Background: an optimization exercise with open tools, aiming at small area and a short achievable clock period. Do not read the settings as production practice. Function was not checked in any run shown here: the RTL went through the layout flow alone. No run shown here takes its clock network from TritonCTS; it comes from the design's own scripts or RTL. No driver is modelled on the clock port, so clock power and skew are understated where the tree is cut down; a real chip needs a root buffer or a tree. Power is estimated from default activity; no workload was simulated.

--- flow/flow/run.sh ---
#!/bin/bash
# Own layout flow: the standard ORFS flow (standard synthesis,
# floorplan, power grid, taps, placement, routing unchanged), except
#  - port buffers of a plain buffer cell instead of a delay cell,
#  - resizing not restricted to the same cell footprint,
#  - the clock tree built by flow/cts.tcl instead of TritonCTS.
# Each tool's output goes to a log of its own in the work folder; ORFS also
# keeps each step's log under orfs/logs.
set -euo pipefail
KNOBS=(MATCH_CELL_FOOTPRINT=0 "BUFFER_PORTS_ARGS=-buffer_cell sky130_fd_sc_hd__buf_2")
bash standard.sh "${KNOBS[@]}" place > flow_place.log 2>&1
export PLATFORM_DIR=$FLOW_HOME/platforms/sky130hd
export RDIR=orfs/results/sky130hd/pooler/base
export DONT_USE="sky130_fd_sc_hd__probe_p_8 sky130_fd_sc_hd__probec_p_8 sky130_fd_sc_hd__lpflow_*"
export NLEAF=${NLEAF:-4} LEAFBUF=${LEAFBUF:-sky130_fd_sc_hd__clkbuf_16} ROOTBUF=${ROOTBUF:-sky130_fd_sc_hd__clkbuf_16}
export SETUP_MARGIN=${SETUP_MARGIN:-2.8}
openroad -no_init -exit flow/cts.tcl > flow_cts.log 2>&1
bash standard.sh "${KNOBS[@]}" finish > flow_finish.log 2>&1
--- flow/standard.sh ---
#!/bin/bash
# synth_recipe.tcl (not shown) runs the flow's synth.tcl, then flattens the netlist and writes it again
# the make line also repeats each setting of config.mk as NAME=value (left out here)
make -C /OpenROAD-flow-scripts/flow DESIGN_CONFIG=/design/flow/config.mk WORK_HOME=/design/flow/orfs CLKGATE_MAP_FILE= SYNTH_SCRIPT=/design/flow/synth_recipe.tcl "${@:-finish}"
--- flow/constraint.sdc ---
create_clock -name core_clock -period 4.5 [get_ports {clk}]
set_input_delay 0.9000 -clock core_clock [delete_from_list [all_inputs] [get_ports {clk}]]
set_output_delay 0.9000 -clock core_clock [all_outputs]
set_load 0.01 [all_outputs]
--- flow/design.v ---
`timescale 1ns / 1ps
module cmp_l0(input a, input bn, output ng, output np);
    assign ng = ~(a & bn);
    assign np = ~(a | bn);
endmodule
module cmp_l1(input ngh, input nph, input ngl, input npl, output g, output p);
    assign g = ~(ngh & (nph | ngl));
    assign p = ~(nph | npl);
endmodule
module cmp_l2(input gh, input ph, input gl, input pl, output ng, output np);
    assign ng = ~(gh | (ph & gl));
    assign np = ~(ph & pl);
endmodule
module cmp_l3(input ngh, input nph, input ngl, input nforce, output sel);
    assign sel = ~(ngh & (nph | ngl) & nforce);
endmodule
module comparator2(
    input  [7:0] a,
    input  [7:0] bn,          
    input        nforce_a,    
    input        nforce_b,    
    output       sel_a,       
    output       sel_b);      
    wire [7:0] ng0, np0;
    wire [3:0] g1, p1;
    wire [1:0] ng2, np2;
    genvar i;
    generate
        for (i = 0; i < 8; i = i + 1) begin : l0_
            cmp_l0 u(.a(a[i]), .bn(bn[i]), .ng(ng0[i]), .np(np0[i]));
        end
        for (i = 0; i < 4; i = i + 1) begin : l1_
            cmp_l1 u(.ngh(ng0[2*i+1]), .nph(np0[2*i+1]), .ngl(ng0[2*i]), .npl(np0[2*i]),
                     .g(g1[i]), .p(p1[i]));
        end
        for (i = 0; i < 2; i = i + 1) begin : l2_
            cmp_l2 u(.gh(g1[2*i+1]), .ph(p1[2*i+1]), .gl(g1[2*i]), .pl(p1[2*i]),
                     .ng(ng2[i]), .np(np2[i]));
        end
    endgenerate
    cmp_l3 ua(.ngh(ng2[1]), .nph(np2[1]), .ngl(ng2[0]), .nforce(nforce_a), .sel(sel_a));
    cmp_l3 ub(.ngh(ng2[1]), .nph(np2[1]), .ngl(ng2[0]), .nforce(nforce_b), .sel(sel_b));
endmodule
`timescale 1ns / 1ps
module input_mux(
    input  s,
    input  a,       
    input  b,       
    output y);
    assign y = s ? a : b;
endmodule
`timescale 1ns / 1ps
module control_logic2(
    input        c0,
    input  [3:0] pc,
    input        r,
    input  [3:0] band,
    output       c0_n,
    output [3:0] pc_n,
    output       r_n,
    output [3:0] band_n,
    output       valid_n,         
    output       end_n);          
    localparam NP = 13;
    wire pc_last   = pc == NP-1;
    wire band_last = band == NP-1;
    wire wrap      = c0 & pc_last;    
    assign c0_n    = ~c0;
    assign pc_n    = c0 ? (pc_last ? 4'd0 : pc + 4'd1) : pc;
    assign r_n     = r ^ wrap;
    assign band_n  = (wrap & r) ? (band_last ? 4'd0 : band + 4'd1) : band;
    assign valid_n = r & c0;
    assign end_n   = r & wrap & band_last;
endmodule
`timescale 1ns / 1ps
module pooler(
    input         clk,
    input         ce,
    input         master_rst,
    input  [7:0]  data_in,
    output [7:0]  data_out,
    output        valid_op,
    output        end_op
    );
    localparam NP = 13;               
    reg        c0;                    
    reg [3:0]  pc;                    
    reg        r;                     
    reg [3:0]  band;                  
    reg        valid_q, end_q;
    reg        shift_q;               
    reg [7:0]  h;
    reg [7:0]  o;
    reg [7:0]  sr [0:NP-2];
    integer    i;
    wire       sel_lo, sel_hi, h_take;
    comparator2 cmp(.a(data_in), .bn(~h), .nforce_a(c0 | r), .nforce_b(c0 | r),
                    .sel_a(sel_lo), .sel_b(sel_hi));
    wire [7:0] mx;
    genvar k;
    generate
        for (k = 0; k < 8; k = k + 1) begin : omux_
            input_mux u(.s(k < 4 ? sel_lo : sel_hi), .a(data_in[k]), .b(h[k]), .y(mx[k]));
        end
    endgenerate
    always @(posedge clk) begin
        o <= mx;
        if (ce && c0)
            h <= sr[NP-2];
        else if (ce && sel_hi)
            h <= data_in;
        if (shift_q) begin
            for (i = NP-2; i > 0; i = i-1)
                sr[i] <= sr[i-1];
            sr[0] <= o;
        end
    end
    wire       c0_n, r_n, valid_n, end_n;
    wire [3:0] pc_n, band_n;
    control_logic2 ctl(
        .c0(c0), .pc(pc), .r(r), .band(band),
        .c0_n(c0_n), .pc_n(pc_n), .r_n(r_n), .band_n(band_n),
        .valid_n(valid_n), .end_n(end_n));
    always @(posedge clk) begin
        if (master_rst) begin
            c0 <= 1'b0; pc <= 4'd0; r <= 1'b0; band <= 4'd0;
            valid_q <= 1'b0; end_q <= 1'b0; shift_q <= 1'b0;
        end else begin
            valid_q <= ce & valid_n;
            end_q   <= ce & end_n;
            shift_q <= ce & c0;
            if (ce) begin
                c0 <= c0_n; pc <= pc_n; r <= r_n; band <= band_n;
            end
        end
    end
    assign data_out = o;
    assign valid_op = valid_q;
    assign end_op   = end_q;
endmodule
--- flow/config.mk ---
export PLATFORM = sky130hd
export DESIGN_NAME = pooler
export DESIGN_NICKNAME = pooler
export VERILOG_FILES = /design/flow/design.v
export SDC_FILE = /design/flow/constraint.sdc
export NUM_CORES = 4
export LEC_CHECK = 0
export CAP_MARGIN = 20
export CORE_MARGIN = 2
export CORE_UTILIZATION = 40
export SETUP_SLACK_MARGIN = 2.8
export SLEW_MARGIN = 20
export SYNTH_HIERARCHICAL = 1
--- flow/flow/cts.tcl ---
# Clock tree by hand, in place of TritonCTS (which builds a 16-leaf H-tree
# here): the clock sinks split into NLEAF balanced k-means clusters, one
# LEAFBUF buffer at each cluster's centre, the leaf buffers driven by the
# clock port directly (NLEAF <= 4) or through one ROOTBUF buffer. Then the
# same timing repair as ORFS's cts step, and its two results.
set P $::env(PLATFORM_DIR)
set R $::env(RDIR)
read_db $R/3_place.odb
read_liberty $P/lib/sky130_fd_sc_hd__tt_025C_1v80.lib
read_sdc $R/3_place.sdc
source $P/setRC.tcl
set_dont_use $::env(DONT_USE)

set K $::env(NLEAF)
set LEAF $::env(LEAFBUF)
set ROOT $::env(ROOTBUF)
set db [ord::get_db]
set block [ord::get_db_block]
set clk [$block findNet clk]
set sinks {}
foreach it [$clk getITerms] {
  set bb [[$it getInst] getBBox]
  lappend sinks [list $it [expr {([$bb xMin]+[$bb xMax])/2.0}] [expr {([$bb yMin]+[$bb yMax])/2.0}]]
}
set n [llength $sinks]
puts "clock sinks: $n"
set cx 0; set cy 0
foreach s $sinks { set cx [expr {$cx + [lindex $s 1]}]; set cy [expr {$cy + [lindex $s 2]}] }
set cx [expr {$cx / $n}]; set cy [expr {$cy / $n}]
set sorted [lsort -real -index 3 [lmap s $sinks {list {*}$s [expr {atan2([lindex $s 2]-$cy, [lindex $s 1]-$cx)}]}]]
set cent {}
for {set k 0} {$k < $K} {incr k} {
  set s [lindex $sorted [expr {int(($k + 0.5) * $n / $K)}]]
  lappend cent [list [lindex $s 1] [lindex $s 2]]
}
# balanced k-means: greedy nearest assignment, at most ceil(n/K) per cluster
set cap [expr {int(ceil(double($n) / $K))}]
for {set iter 0} {$iter < 30} {incr iter} {
  set pairs {}
  for {set i 0} {$i < $n} {incr i} {
    set s [lindex $sorted $i]
    for {set k 0} {$k < $K} {incr k} {
      set c [lindex $cent $k]
      lappend pairs [list [expr {abs([lindex $s 1]-[lindex $c 0]) + abs([lindex $s 2]-[lindex $c 1])}] $i $k]
    }
  }
  array unset asg; array unset cnt
  for {set k 0} {$k < $K} {incr k} { set cnt($k) 0 }
  foreach p [lsort -real -index 0 $pairs] {
    lassign $p d i k
    if {[info exists asg($i)] || $cnt($k) >= $cap} continue
    set asg($i) $k; incr cnt($k)
  }
  set new {}
  for {set k 0} {$k < $K} {incr k} {
    set sx 0; set sy 0; set m 0
    for {set i 0} {$i < $n} {incr i} {
      if {$asg($i) == $k} { set s [lindex $sorted $i]; set sx [expr {$sx+[lindex $s 1]}]; set sy [expr {$sy+[lindex $s 2]}]; incr m }
    }
    lappend new [list [expr {$sx/$m}] [expr {$sy/$m}]]
  }
  set cent $new
}
set leafin {}
for {set k 0} {$k < $K} {incr k} {
  set b [odb::dbInst_create $block [$db findMaster $LEAF] "clkbuf_leaf_$k"]
  set c [lindex $cent $k]
  $b setLocation [expr {int([lindex $c 0])}] [expr {int([lindex $c 1])}]
  $b setPlacementStatus PLACED
  set net [odb::dbNet_create $block "clknet_leaf_$k"]
  $net setSigType CLOCK
  [$b findITerm X] connect $net
  for {set i 0} {$i < $n} {incr i} {
    if {$asg($i) == $k} { set it [lindex [lindex $sorted $i] 0]; $it disconnect; $it connect $net }
  }
  lappend leafin [$b findITerm A]
  puts "leaf $k: $cnt($k) sinks at $c"
}
if {$ROOT ne "none"} {
  set sx 0; set sy 0
  foreach c $cent { set sx [expr {$sx+[lindex $c 0]}]; set sy [expr {$sy+[lindex $c 1]}] }
  set b [odb::dbInst_create $block [$db findMaster $ROOT] "clkbuf_root"]
  $b setLocation [expr {int($sx/$K)}] [expr {int($sy/$K)}]
  $b setPlacementStatus PLACED
  set net [odb::dbNet_create $block "clknet_root"]
  $net setSigType CLOCK
  [$b findITerm X] connect $net
  foreach a $leafin { $a connect $net }
  [$b findITerm A] connect $clk
} else {
  foreach a $leafin { $a connect $clk }
}
$clk setSigType CLOCK
global_connect
detailed_placement
set_propagated_clock [all_clocks]
estimate_parasitics -placement
report_clock_latency
puts "after tree: setup [worst_slack -max] hold [worst_slack -min]"
repair_timing -setup_margin $::env(SETUP_MARGIN) -hold_margin 0 -repair_tns 100 -verbose
detailed_placement
check_placement -verbose
estimate_parasitics -placement
puts "after repair: setup [worst_slack -max] hold [worst_slack -min]"
write_db $R/4_1_cts.odb
write_sdc -no_timestamp $R/4_cts.sdc
==> impl_results.md, run 1 <==
* Pleak at 1.85 nW
* Mapped cell area at 0.00443 sq mm
* Detailed Routing Iterations Pass 1 at 4
* Largest net degree at the start of global routing at 97
* Tcrit/Tclk final at 38.7%
* RSZ-0062 raised after global routing: yes
* Vias in the first global route at about 1900
* Drt initial violations at 86
* Die Y at 109 um
* Final net count at 296
* Fin worst setup slack at approximately 2.8 ns
* Worst Hold Class: register to register
* Final setup fails at 0
* Highest-delay cell along the critical path: mux2_4
* Initial core utilization at 40.9%
* Worst R2R Start: h[6]
* Die footprint at 0.0119 sq mm
* CP cell instances: buf_8 > nor2_4 > o21ai_2 > a21oi_4 > o211ai_4 > buf_6 > mux2_4
* HPWL after DPL at 3.54 mm
* Ratio of cells with drive above 1 in the final layout at around a third
* Pwr Density at 370 mW/mm^2
* Crit end category: register
* CP startpoint: data_in[5]
* Skew-Pair Late Insertion Delay at 0.33 ns
* Setup_tns at 0 ns
* Syn_area_per_cell at 17.9 sq um
* Post-Route WL at between 5 and 6 mm
* Vias per cell at 4.65
* Status: timing/DRC/antenna clean
* Cell count after synthesis at 247
* Worst VDD drop at 0.261 mV
* Ys Warns at 8
* Syn Nets at approximately 260
* Slowest stage delay, CP at 0.31 ns
* Critical Path Start Type: input port
* Clock-pin slew on the worst setup and hold paths at 0.11 ns
* Routability Congestion at between 0.6 and 0.7
* DR WL/cell at 14.3 um
* Min Hold Slack at 0.423 ns
* Hold path startpoint: sr[0][1]
* Post-layout instance area at 0.00521 sq mm
* Area grow syn2layout at 17.7%
* Final Core Density at around half
* CP required at ~4.7 ns
* Crit path time final at 1.74 ns
* Antenna violations before repair at 0
* Worst Setup Path Type: input port to register
* F_max at 574 MHz
* Post-route ant nets at 0
* Least-Margin Pin Slew at 0.495 ns
* Remaining DRCs at 0
* Worst EP arrival at 1.96 ns
* First-pass GRT wire length at 9.68 mm
* Max Cap Viol at 0
* GRT Overall Usage at 10.1%
* # diodes at 0
* # port buffers at 20
* Die Width at 109 um
* Rows at 38
* Total grt overflow at 0
* Final Hold Viols at 0
* Slew Viols, Final at 0
* Vias at 1943
* IO Pins at 21
* Core Box Area at roughly 0.011 sq mm
* Placed inst area at 0.00473 sq mm
* Setup Slack @ Placement at 2.29 ns
* Rel. slew slack at between 60 and 70%
* Worst Clk Skew at 0.0111 ns
* Critical path fanouts, max at 4
final cells by class:
cell class,instances,area (sq um)
Fill cell,910,5630
Sequential cell,125,3570
Multi-Input combinational cell,105,972
Timing Repair Buffer,29,320
Tap cell,140,175
Buffer,5,125
Inverter,14,52.6
flip-flops by register name, indices dropped and copies added (netlist names):
| name | cells |
|---|---|
| o | 8 |
| r | 1 |
| valid_q | 1 |
| sr | 96 |
| end_q | 1 |
| h | 8 |
| band | 4 |
| shift_q | 1 |
| c0 | 1 |
| pc | 4 |
power by group:
part	total (W)	leakage, nW	switching, W	internal, W
clock	0.000496	0.0616	0.000293	0.000203
combinational	0.000130	0.666	0.0000624	0.0000679
sequential	0.00130	1.13	0.0000215	0.00128
total	0.00193	1.85	0.000377	0.00155
cells in the final DEF (no fill, tap or decap), types with 6 or more instances in the layout:
| master | instances |
|---|---|
| buf_4 | 6 |
| nand2_1 | 12 |
| buf_8 | 6 |
| o21ai_0 | 6 |
| buf_6 | 12 |
| nor2_4 | 7 |
| mux2i_1 | 10 |
| dfxtp_1 | 10 |
| mux2_4 | 16 |
| inv_1 | 12 |
| edfxtp_1 | 104 |
| nor2_1 | 12 |
| dfxtp_2 | 7 |
worst max-delay path: cells and delay by family:
kind / cells / cell delay (ns)
AO/OA/AOI/OAI: 3 / 0.39
multiplexers: 1 / 0.31
buffers and inverters: 2 / 0.25
AND/OR/NAND/NOR: 1 / 0.11
stage by stage:
step / power, W / std cells
floorplan: 0.00139 / 247
global placement: 0.00142 / 404
detailed placement: 0.00142 / 404
global route: 0.00200 / 418
finish: 0.00193 / 418
worst paths after layout:
path | to | slack (ns) | depth (start not counted)
worst max-delay path | o[7] | 2.76 | 7
worst min-delay path | sr[1][1] | 0.42 | 0
worst max register to register | o[7] | 2.84 | 7
worst min register to register | sr[1][1] | 0.42 | 0
layer usage:
| metal | track usage [%] | part of all wire [%] | up-vias | wire length, um |
|---|---|---|---|---|
| met1 | 15.8 | 52 | 945 | 3130 |
| met3 | 1.08 | 3.0 | 10 | 182 |
| li1 | - | - | 968 | - |
| met2 | 15.5 | 43 | 20 | 2560 |
| met4 | 1.45 | 1.6 | 0 | 97 |
| met5 | 0 | 0 | - | 0 |
==> inputs of run 2 (changes only) <==
--- a/flow/design.v
+++ b/flow/design.v
@@ -40,14 +40,6 @@
     endgenerate
     cmp_l3 ua(.ngh(ng2[1]), .nph(np2[1]), .ngl(ng2[0]), .nforce(nforce_a), .sel(sel_a));
     cmp_l3 ub(.ngh(ng2[1]), .nph(np2[1]), .ngl(ng2[0]), .nforce(nforce_b), .sel(sel_b));
-endmodule
-`timescale 1ns / 1ps
-module input_mux(
-    input  s,
-    input  a,       
-    input  b,       
-    output y);
-    assign y = s ? a : b;
 endmodule
 `timescale 1ns / 1ps
 module control_logic2(
@@ -93,21 +85,15 @@
     reg [7:0]  o;
     reg [7:0]  sr [0:NP-2];
     integer    i;
-    wire       sel_lo, sel_hi, h_take;
+    wire       sel, sel_e;
     comparator2 cmp(.a(data_in), .bn(~h), .nforce_a(c0 | r), .nforce_b(c0 | r),
-                    .sel_a(sel_lo), .sel_b(sel_hi));
-    wire [7:0] mx;
-    genvar k;
-    generate
-        for (k = 0; k < 8; k = k + 1) begin : omux_
-            input_mux u(.s(k < 4 ? sel_lo : sel_hi), .a(data_in[k]), .b(h[k]), .y(mx[k]));
-        end
-    endgenerate
+                    .sel_a(sel), .sel_b(sel_e));
+    wire [7:0] mx = sel ? data_in : h;
     always @(posedge clk) begin
         o <= mx;
         if (ce && c0)
             h <= sr[NP-2];
-        else if (ce && sel_hi)
+        else if (ce && sel_e)
             h <= data_in;
         if (shift_q) begin
             for (i = NP-2; i > 0; i = i-1)
==> run 2 against run 1 <==
Net effect: synthesized cell count rose by 3.6%; sequential cell count did not move; total power barely moved; sequential share of layout area rose by 1.3 points; final area fell by 1.8%; synthesized area fell by 1.0%; first-iteration DRC count rose by 47%.
==> impl_results.md, run 2 <==
* Final Hold Viols at 0
* First-pass GRT wire length at 9.43 mm
* Sequential Power Share at 67.6%
* Detailed Routing Iterations Pass 1 at 4
* Core Box Area at 0.0107 sq mm
* # port buffers at 20
* Rows at 38
* CP required at about 3.6 ns
* Worst VDD drop at around 0.27 mV
* Clock-pin slew on the worst setup and hold paths at 0.11 ns
* Ratio of cells with drive above 1 in the final layout at 33.3%
* Int Power at 0.00155 W
* Stages on the worst setup path at 1
* Pleak at 1.80 nW
* Non-filler cells, final at 425
* Syn Nets at 272
* Highest-delay cell along the critical path: dfxtp_4
* Worst Clk Skew at 0.0105 ns
* Global route hottest layer: met2
* R2r worst-path depth at 7
* Crit-path leading delay family: flip-flops
* Final setup fails at 0
* Routability Congestion at 0.739
* Largest registers: sr: 96 flops, h: 8 flops, o: 8 flops
* Antenna violations before repair at 0
* Rel. slew slack at 68.6%
* Placed inst area at 0.00468 sq mm
* # diodes at 0
* Setup_tns at 0 ns
* Drt initial violations at 126
* DR WL/cell at 14.4 um
* Syn_area_per_cell at 17.1 sq um
* Critical Path Start Type: register
* Vias per cell at 4.72
* Cell count after synthesis at between 200 and 300
* CP cell instances: buf_6
* Gate power share at 6.5%
* GRT Overall Usage at 10.1%
* Status: timing/DRC/antenna clean
* Post-layout instance area at 0.00512 sq mm
* Tcrit/Tclk final at 38.4%
* HPWL after DPL at approximately 3.6 mm
* Met3 GRT Util at under 10%
* Placed cell count at 412
* Crit end category: primary output
* Met2 Usage GRT at approximately 16%
* R2R Setup Slk at 2.87 ns
* RSZ-0062 raised after global routing: yes
* Skew-Pair Late Insertion Delay at 0.33 ns
* Post-route ant nets at 0
* IO Pins at 21
* Max Cap Viol at 0
* Met1 global-route usage at 15.6%
* Sw frac at 19.9%
* Psw at a little under 0.0004 W
* Initial core utilization at 40.8%
* Slowest stage delay, CP at around 0.38 ns
* Die footprint at 0.0118 sq mm
* Critical path fanouts, max at 2
* Worst Setup Path Type: register to primary output
* Remaining DRCs at 0
* Least-Margin Pin Slew at 0.471 ns
* Total grt overflow at 0
* Setup Slack @ Placement at 2.23 ns
* F_max at just under 600 MHz
* Crit path buffers/inverters at 1
* Mapped cell area at around 0.0044 sq mm
* Max FFs per register at 96
* Die Width at 109 um
* Vias in the first global route at 1862
* Most flop-heavy register: sr
* Pwr Density at around 380 mW/mm^2
* Ys Warns at 8
* Slew Viols, Final at 0
* Hold Path Depth at 0
* Final net count at around 300
* Post-Route WL at 6.12 mm
* Vias at about 2000
* Clock power frac at between 20% and 30%
* Area grow syn2layout at 16.7%
* Largest net degree at the start of global routing at 97
* Most common cell after layout, fill and taps aside: edfxtp_1
* Die Y at between 100 and 150 um
* Fin worst setup slack at ~2.8 ns
* Most frequent cells in the layout: edfxtp_1, nand2_1, nor2_1, inv_1, buf_6
* Crit path time final at 1.73 ns
* Worst EP arrival at 0.83 ns
* Worst Hold Class: register to register
## run 2: power groups by stage
stage | combinational [W] | clock (W) | sequential (W)
after floorplan | 0.0000571 | 0 | 0.00133
final | 0.000126 | 0.000499 | 0.00131
after global routing | 0.000137 | 0.000560 | 0.00131
after detailed placement | 0.0000835 | 0 | 0.00133
after global placement | 0.0000828 | 0 | 0.00133
## run 2: cell type report
| type | count | area [sq um] |
|---|---|---|
| multi-input combinational | 113 | 906 |
| sequential | 125 | 3570 |
| buffer | 5 | 125 |
| inverter | 14 | 55.1 |
| tap | 140 | 175 |
| timing repair buffer | 28 | 288 |
| fill | 922 | 5630 |
## run 2: worst paths after layout
path            endpoint     start
max          data_out[3]      o[3]
min            sr[10][4]  sr[9][4]
max reg2reg         h[1]      h[5]
min reg2reg    sr[10][4]  sr[9][4]
## run 2: layer usage
layer	share of wire (%)	wire length, um	vias up
met4	0.95	58	0
met3	3.4	206	6
li1	-	-	981
met2	44	2700	26
met1	52	3150	992
met5	0	0	-
## run 2: stage by stage
step	util, %	total power [W]	hold slack [ns]
6_report	47.6	0.00193	0.418
5_1_grt	47.6	0.00201	0.426
3_3_place_gp	43.5	0.00142	0.401
3_5_place_dp	43.5	0.00142	0.405
2_1_floorplan	-	0.00139	0.400
==> inputs of run 3 (changes only) <==
==> flow/design.v (replaced) <==
`timescale 1ns / 1ps
module cmp_l0(input a, input bn, output ng, output np);
    assign ng = ~(a & bn);
    assign np = ~(a | bn);
endmodule
module cmp_l1(input ngh, input nph, input ngl, input npl, output g, output p);
    assign g = ~(ngh & (nph | ngl));
    assign p = ~(nph | npl);
endmodule
module cmp_l2(input gh, input ph, input gl, input pl, output ng, output np);
    assign ng = ~(gh | (ph & gl));
    assign np = ~(ph & pl);
endmodule
module cmp_l3(input ngh, input nph, input ngl, input nforce, output sel);
    assign sel = ~(ngh & (nph | ngl) & nforce);
endmodule
module cmp_inv(input a, output y);
    assign y = ~a;
endmodule
module cmp_sel(input ng, input nforce, output sel);
    assign sel = ~(ng & nforce);
endmodule
module comparator2(
    input  [7:0] a,
    input  [7:0] bn,          
    input        nforce,      
    output [7:0] sel);
    wire [7:0] ng0, np0;      
    wire [6:0] ga, pa;        
    wire       g7, p7;        
    wire [5:0] ngb, npb;      
    wire       ng76, np76;    
    genvar i;
    generate
        for (i = 0; i < 8; i = i + 1) begin : l0_
            cmp_l0 u(.a(a[i]), .bn(bn[i]), .ng(ng0[i]), .np(np0[i]));
        end
        for (i = 0; i < 7; i = i + 1) begin : l1_
            cmp_l1 u(.ngh(ng0[i+1]), .nph(np0[i+1]), .ngl(ng0[i]), .npl(np0[i]),
                     .g(ga[i]), .p(pa[i]));
        end
        for (i = 0; i < 5; i = i + 1) begin : l2_
            cmp_l2 u(.gh(ga[i+2]), .ph(pa[i+2]), .gl(ga[i]), .pl(pa[i]),
                     .ng(ngb[i]), .np(npb[i]));
        end
    endgenerate
    cmp_inv ig7(.a(ng0[7]), .y(g7));
    cmp_inv ip7(.a(np0[7]), .y(p7));
    cmp_l2  l2_5(.gh(g7), .ph(p7), .gl(ga[5]), .pl(pa[5]), .ng(ngb[5]), .np(npb[5]));
    cmp_inv ig76(.a(ga[6]), .y(ng76));
    cmp_inv ip76(.a(pa[6]), .y(np76));
    cmp_l3 s0(.ngh(ngb[4]), .nph(npb[4]), .ngl(ngb[0]), .nforce(nforce), .sel(sel[0]));
    cmp_l3 s1(.ngh(ngb[5]), .nph(npb[5]), .ngl(ngb[1]), .nforce(nforce), .sel(sel[1]));
    cmp_l3 s2(.ngh(ng76),   .nph(np76),   .ngl(ngb[2]), .nforce(nforce), .sel(sel[2]));
    cmp_l3 s3(.ngh(ng0[7]), .nph(np0[7]), .ngl(ngb[3]), .nforce(nforce), .sel(sel[3]));
    cmp_sel s4(.ng(ngb[4]), .nforce(nforce), .sel(sel[4]));
    cmp_sel s5(.ng(ngb[5]), .nforce(nforce), .sel(sel[5]));
    cmp_l3  s6(.ngh(ng0[7]), .nph(np0[7]), .ngl(ng0[6]), .nforce(nforce), .sel(sel[6]));
    cmp_sel s7(.ng(ng0[7]), .nforce(nforce), .sel(sel[7]));
endmodule
`timescale 1ns / 1ps
module pooler(
    input         clk,
    input         ce,
    input         master_rst,
    input  [7:0]  data_in,
    output [7:0]  data_out,
    output        valid_op,
    output        end_op
    );
    localparam NP = 13;               
    reg        c0;                    
    reg [3:0]  pc;                    
    reg        r;                     
    reg [3:0]  band;                  
    reg        valid_q, end_q;
    reg        shift_q;               
    reg [7:0]  h;
    reg [7:0]  o;
    reg [7:0]  sr [0:NP-2];
    integer    i;
    wire       pc_last   = pc[3] & pc[2];
    wire       band_last = band[3] & band[2];
    wire [7:0] sel;
    comparator2 cmp(.a(data_in), .bn(~h), .nforce(c0 | r), .sel(sel));
    wire [7:0] h_en = {8{ce}} & ({8{c0}} | sel);
    wire [7:0] h_d  = c0 ? sr[NP-2] : data_in;
    genvar k;
    generate
        for (k = 0; k < 8; k = k + 1) begin : hbit_
            always @(posedge clk)
                if (h_en[k])
                    h[k] <= h_d[k];
        end
    endgenerate
    always @(posedge clk) begin
        o <= (sel & data_in) | (~sel & h);
        if (shift_q) begin
            for (i = NP-2; i > 0; i = i-1)
                sr[i] <= sr[i-1];
            sr[0] <= o;
        end
    end
    always @(posedge clk) begin
        if (master_rst) begin
            c0 <= 1'b0; pc <= 4'd0; r <= 1'b0; band <= 4'd0;
            valid_q <= 1'b0; end_q <= 1'b0; shift_q <= 1'b0;
        end else begin
            valid_q <= ce & r & c0;
            end_q   <= ce & r & c0 & pc_last & band_last;
            shift_q <= ce & c0;
            if (ce) begin
                c0 <= ~c0;
                if (c0) begin
                    pc <= pc_last ? 4'd0 : pc + 4'd1;
                    if (pc_last) begin
                        r <= ~r;
                        if (r)
                            band <= band_last ? 4'd0 : band + 4'd1;
                    end
                end
            end
        end
    end
    assign data_out = o;
    assign valid_op = valid_q;
    assign end_op   = end_q;
endmodule
==> run 3 against run 2 <==
Net effect: still clean on timing, DRC and antenna; final area is 2.7% lower; via count up 3.4%; largest cell class unchanged; critical path depth unchanged.
==> impl_results.md, run 3 <==
* Gate power share at 7.0%
* R2R Setup Slk at 2.98 ns
* Syn Nets at 276
* IO Pins at 21
* Antenna violations before repair at 1
* Reg-to-Reg End: h[3]
* Worst R2R Start: h[5]
* Worst EP arrival at around 0.84 ns
* Pleak at 1.66 nW
* Remaining DRCs at 0
* Crit path buffers/inverters at 1
* CP cell instances: buf_6
* Most common cell after layout, fill and taps aside: edfxtp_1
* GRT Overall Usage at 10.7%
* Slew Viols, Final at 0
* Drt initial violations at 151
* Fillers at 956
* Die footprint at roughly 0.012 sq mm
* Post-route ant nets at 0
* Critical path fanouts, max at 2
* Sequential Power Share at 67.2%
* Critical Path Start Type: register
* # port buffers at 20
* Psw at 0.000408 W
* Rows at 38
* Status: timing/DRC/antenna clean
* Vias per cell at 4.82
* Clock-pin slew on the worst setup and hold paths at around 0.11 ns
* Cell count after synthesis at 263
* Setup_tns at 0 ns
* Mapped cell area at about 0.0044 sq mm
* Most flop-heavy register: sr
* Final setup fails at 0
* Ratio of cells with drive above 1 in the final layout at 28.4%
* Skew-Pair Late Insertion Delay at 0.34 ns
* Largest net degree at the start of global routing at 97
* Die Y at 108 um
* Most frequent cells in the layout: edfxtp_1, nand2_1, inv_1, o21ai_0, dfxtp_1
* Tcrit/Tclk final at 38.7%
* Vias in the first global route at 1957
* Ys Warns at 8
* Hold Path Sink: sr[10][6]
* R2r worst-path depth at 6
* Max Cap Viol at 0
* Core Box Area at 0.0107 sq mm
* Sw frac at 20.8%
* Worst VDD drop at about 0.29 mV
* Slowest stage delay, CP at around 0.38 ns
* Highest-delay cell along the critical path: dfxtp_4
* Area grow syn2layout at 14.1%
* Syn_area_per_cell at ~17 sq um
* Detailed Routing Iterations Pass 1 at 4
* CP required at 3.60 ns
* First-pass GRT wire length at between 9 and 10 mm
* DR WL/cell at 14.9 um
* Vias at 2074
* Pwr Density at 394 mW/mm^2
* Placed inst area at 0.00468 sq mm
* Post-Route WL at 6.40 mm
* Worst Clk Skew at 0.0130 ns
* Largest registers: sr: 96 flops, h: 8 flops, o: 8 flops
* Die Width at 108 um
* Hold path startpoint: sr[9][6]
* Final net count at approximately 300
* RSZ-0062 raised after global routing: yes
* Least-Margin Pin Slew at 0.528 ns
* Hold Path Depth at 0
* Setup Slack @ Placement at 2.34 ns
* Post-layout instance area at 0.00498 sq mm
* Fin worst setup slack at approximately 2.8 ns
* Crit path time final at approximately 1.7 ns
* Clock power frac at 25.9%
* Crit end category: primary output
* F_max at 575 MHz
* Routability Congestion at 0.737
* Crit-path leading delay family: flip-flops
* Worst Hold Class: register to register
* Max FFs per register at 96
* Final Hold Viols at 0
* Initial core utilization at 40.6%
* Worst Setup Path Type: register to primary output
* HPWL after DPL at just under 4 mm
* Total grt overflow at 0
* Rel. slew slack at roughly two thirds
* Int Power at 0.00155 W
-- run 3: power by group through the flow --
stage	combinational (W)	sequential, W	clock, W
finish	0.000136	0.00132	0.000507
global route	0.000150	0.00132	0.000570
detailed placement	0.000109	0.00135	0
global placement	0.000107	0.00135	0
floorplan	0.0000769	0.00134	0
-- run 3: through the flow --
step / instances / utilization, % / power [W] / hold slack, ns
2_1_floorplan: 263 / - / 0.00141 / 0.400
3_3_place_gp: 419 / 43.6 / 0.00145 / 0.403
3_5_place_dp: 419 / 43.6 / 0.00146 / 0.405
5_1_grt: 429 / 46.3 / 0.00204 / 0.433
6_report: 430 / 46.4 / 0.00196 / 0.421
-- run 3: layout make-up --
| class | instances | area, sq um | share of cell area, % |
|---|---|---|---|
| Inverter | 13 | 48.8 | 0.980 |
| Buffer | 5 | 125 | 2.51 |
| Sequential cell | 125 | 3560 | 71.6 |
| Timing Repair Buffer | 25 | 226 | 4.55 |
| Multi-Input combinational cell | 121 | 838 | 16.8 |
| Tap cell | 140 | 175 | 3.52 |
| Antenna cell | 1 | 2.50 | 0.0502 |
-- run 3: metal layers --
metal  track usage, %  routed length, um  up-vias
li1                 -                  -     1028
met1             17.0               3250     1008
met2             16.1               2780       33
met3             1.69                278        5
met4             1.10                 85        0
met5                0                  0        -
-- run 3: worst max path at each step --
stage               startpoint     endpoint  cells past startpoint
floorplan           data_in[7]         h[1]                      5
global placement            ce        pc[0]                      4
detailed placement          ce      band[3]                      4
global route              o[1]  data_out[1]                      1
finish                    o[1]  data_out[1]                      1
==> inputs of run 4 (changes only) <==
--- a/flow/flow/run.sh
+++ b/flow/flow/run.sh
@@ -12,7 +12,7 @@
 export PLATFORM_DIR=$FLOW_HOME/platforms/sky130hd
 export RDIR=orfs/results/sky130hd/pooler/base
 export DONT_USE="sky130_fd_sc_hd__probe_p_8 sky130_fd_sc_hd__probec_p_8 sky130_fd_sc_hd__lpflow_*"
-export NLEAF=${NLEAF:-4} LEAFBUF=${LEAFBUF:-sky130_fd_sc_hd__clkbuf_16} ROOTBUF=${ROOTBUF:-sky130_fd_sc_hd__clkbuf_16}
-export SETUP_MARGIN=${SETUP_MARGIN:-2.8}
+export NLEAF=${NLEAF:-4} LEAFBUF=${LEAFBUF:-sky130_fd_sc_hd__clkbuf_16} ROOTBUF=${ROOTBUF:-none}
+export SETUP_MARGIN=${SETUP_MARGIN:-2.95}
 openroad -no_init -exit flow/cts.tcl > flow_cts.log 2>&1
 bash standard.sh "${KNOBS[@]}" finish > flow_finish.log 2>&1
--- a/flow/config.mk
+++ b/flow/config.mk
@@ -8,6 +8,6 @@
 export CAP_MARGIN = 20
 export CORE_MARGIN = 2
 export CORE_UTILIZATION = 40
-export SETUP_SLACK_MARGIN = 2.8
+export SETUP_SLACK_MARGIN = 2.95
 export SLEW_MARGIN = 20
 export SYNTH_HIERARCHICAL = 1
==> run 4 against run 3 <==
Net effect: still clean on timing, DRC and antenna; sequential share of layout area down 2.4 points; synthesized area unchanged; setup slack worse by 0.024 ns; worst hold slack about the same; register-to-register slack about the same; clock skew up 0.0020 ns; global-route usage up 0.51 points; sequential cell count unchanged; critical path type is now input port to register; largest cell class unchanged; largest power group unchanged.
==> impl_results.md, run 4 <==
* Pwr Density at 371 mW/mm^2
* Rows at 38
* Worst Clk Skew at roughly 0.015 ns
* Die Width at 108 um
* # port buffers at 20
* Worst VDD drop at 0.255 mV
* First-pass GRT wire length at 10.5 mm
* Setup_tns at 0 ns
* Slew Viols, Final at 0
* Worst R2R Start: h[3]
* Largest registers: sr: 96 flops, h: 8 flops, o: 8 flops
* Detailed route wirelength on metal3 at around 240 um
* Metal1 wirelength at approximately 3.3 mm
* Die Y at 108 um
* Post-route ant nets at 0
* Drt initial violations at 137
* Non-filler cells, final at 435
* Routability Congestion at 0.808
* Vias in the first global route at 2086
* Psw at 0.000381 W
* Syn Nets at 276
* Status: timing/DRC/antenna clean
* Area grow syn2layout at 18.1%
* Sw frac at 19.9%
* Largest net degree at the start of global routing at 50
* Worst EP arrival at between 1.5 and 2 ns
* Placed cell count at 419
* Max FFs per register at 96
* Placed inst area at 0.00470 sq mm
* Metal2 WL at 2.94 mm
* CP startpoint: data_in[7]
* IO Pins at 21
* Final Core Density at 48.0%
* Ys Warns at 8
* # diodes at 0
* RSZ-0062 raised after global routing: yes
* Rel. slew slack at 56.1%
* Gate power share at 8.4%
* DR WL/cell at between 15 and 20 um
* Critical path fanouts, max at 4
* Antenna violations before repair at 0
* F_max at ~570 MHz
* Vias per cell at between 4 and 5
* Most frequent cells in the layout: edfxtp_1, nand2_1, buf_6, inv_1
* Total grt overflow at 0
* CP required at 4.44 ns
* Initial core utilization at 40.6%
* Sequential Power Share at 68.9%
* Pleak at 1.72 nW
* Syn_area_per_cell at 16.6 sq um
* Die footprint at 0.0118 sq mm
* Post-Route WL at around 6.6 mm
* Crit end category: register
* HPWL after DPL at ~3.7 mm
* Worst Setup Path Type: input port to register
* GRT Overall Usage at 11.2%
* Max Cap Viol at 0
* Vias at 2128
* Clock-pin slew on the worst setup and hold paths at 0.12 ns
* Post-layout instance area at between 0.005 and 0.006 sq mm
* Most flop-heavy register: sr
* Final net count at 310
* Detailed Routing Iterations Pass 1 at 4
* Int Power at 0.00153 W
* Mapped cell area at 0.00437 sq mm
* Final Hold Viols at 0
* Final setup fails at 0
* Critical Path Start Type: input port
* Core Box Area at 0.0107 sq mm
* Most common cell after layout, fill and taps aside: edfxtp_1
* Least-Margin Pin Slew at 0.659 ns
* Ratio of cells with drive above 1 in the final layout at 33.9%
* Top sig layer: met4
* Remaining DRCs at 0
* Worst Hold Class: register to register
* Fillers at 954
* Hold path startpoint: sr[1][3]
* Tcrit/Tclk final at 39.2%
* Crit path time final at 1.76 ns
* Clock power frac at a little under a quarter
* Cell count after synthesis at about 260
* Skew-Pair Late Insertion Delay at 0.18 ns
## run 4: layout make-up
cell class | instances | area, sq um | area share [%]
plain buffers | 4 | 100 | 1.94
flip-flops and latches | 125 | 3570 | 69.2
repair buffers | 32 | 355 | 6.89
well taps | 140 | 175 | 3.40
inverters | 13 | 48.8 | 0.946
multi-input cells | 121 | 911 | 17.7
## run 4: power groups by stage
stage / logic, W / registers [W] / clock network [W]
3_5_place_dp: 0.000111 / 0.00135 / 0
3_3_place_gp: 0.000110 / 0.00135 / 0
2_1_floorplan: 0.0000793 / 0.00134 / 0
6_report: 0.000161 / 0.00132 / 0.000433
5_1_grt: 0.000175 / 0.00132 / 0.000493
## run 4: final timing paths
kind                   end  slack (ns)  cells past startpoint
setup / recovery      h[5]        2.74                      6
hold / removal    sr[2][3]        0.42                      0
setup reg to reg      h[3]        2.98                      6
hold reg to reg   sr[2][3]        0.42                      0
## run 4: metrics by stage
| step | setup slack (ns) | hold WS [ns] | total power (W) |
|---|---|---|---|
| 6_report | 2.74 | 0.422 | 0.00191 |
| 3_3_place_gp | 2.47 | 0.401 | 0.00146 |
| 5_1_grt | 2.68 | 0.437 | 0.00199 |
| 3_5_place_dp | 2.45 | 0.405 | 0.00146 |
| 2_1_floorplan | 2.71 | 0.400 | 0.00142 |
## run 4: worst max-delay path, stage by stage
cell and delay [ns]:
buf_8 0.10, nor2_4 0.13, inv_1 0.08, a21oi_2 0.18, nand2_1 0.11, o21a_1 0.19
## run 4: routing by layer
layer	vias up	track usage, %
met1	1057	17.7
met4	0	2.01
met3	9	1.45
met2	25	16.7
li1	1037	-
met5	-	0

## static timing again, ports no longer ideal
Ports are ideal in the flow. The routed layouts listed here were re-timed in OpenROAD. Step 1, drivers: a clkbuf_16 drives clk and a buf_2 each remaining input, both assumed. Step 2, shift: input delay + t, output delay - t, t = (earliest + latest rising clock arrival at the registers) / 2. This alone moves slack from input paths to output paths. Slacks: ideal / step 1 / step 2; pairs: ideal / step 1.
run | t (ns) | setup WS [ns] | clock arrival spread, ns | pins driven straight from the clock port
run 1 | 0.361 | 2.758 / 2.726 / 2.365 | 0.012 / 0.011 | 1
run 2 | 0.359 | 2.770 / 2.738 / 2.427 | 0.011 / 0.010 | 1
run 3 | 0.362 | 2.761 / 2.727 / 2.455 | 0.015 / 0.015 | 1
run 4 | 0.248 | 2.737 / 2.771 / 2.523 | 0.016 / 0.016 | 4
After both steps setup and hold are still met in every run listed. For run 1, which loses most, drivers alone change the setup slack by -0.032 ns; drivers and shift together by -0.393 ns.
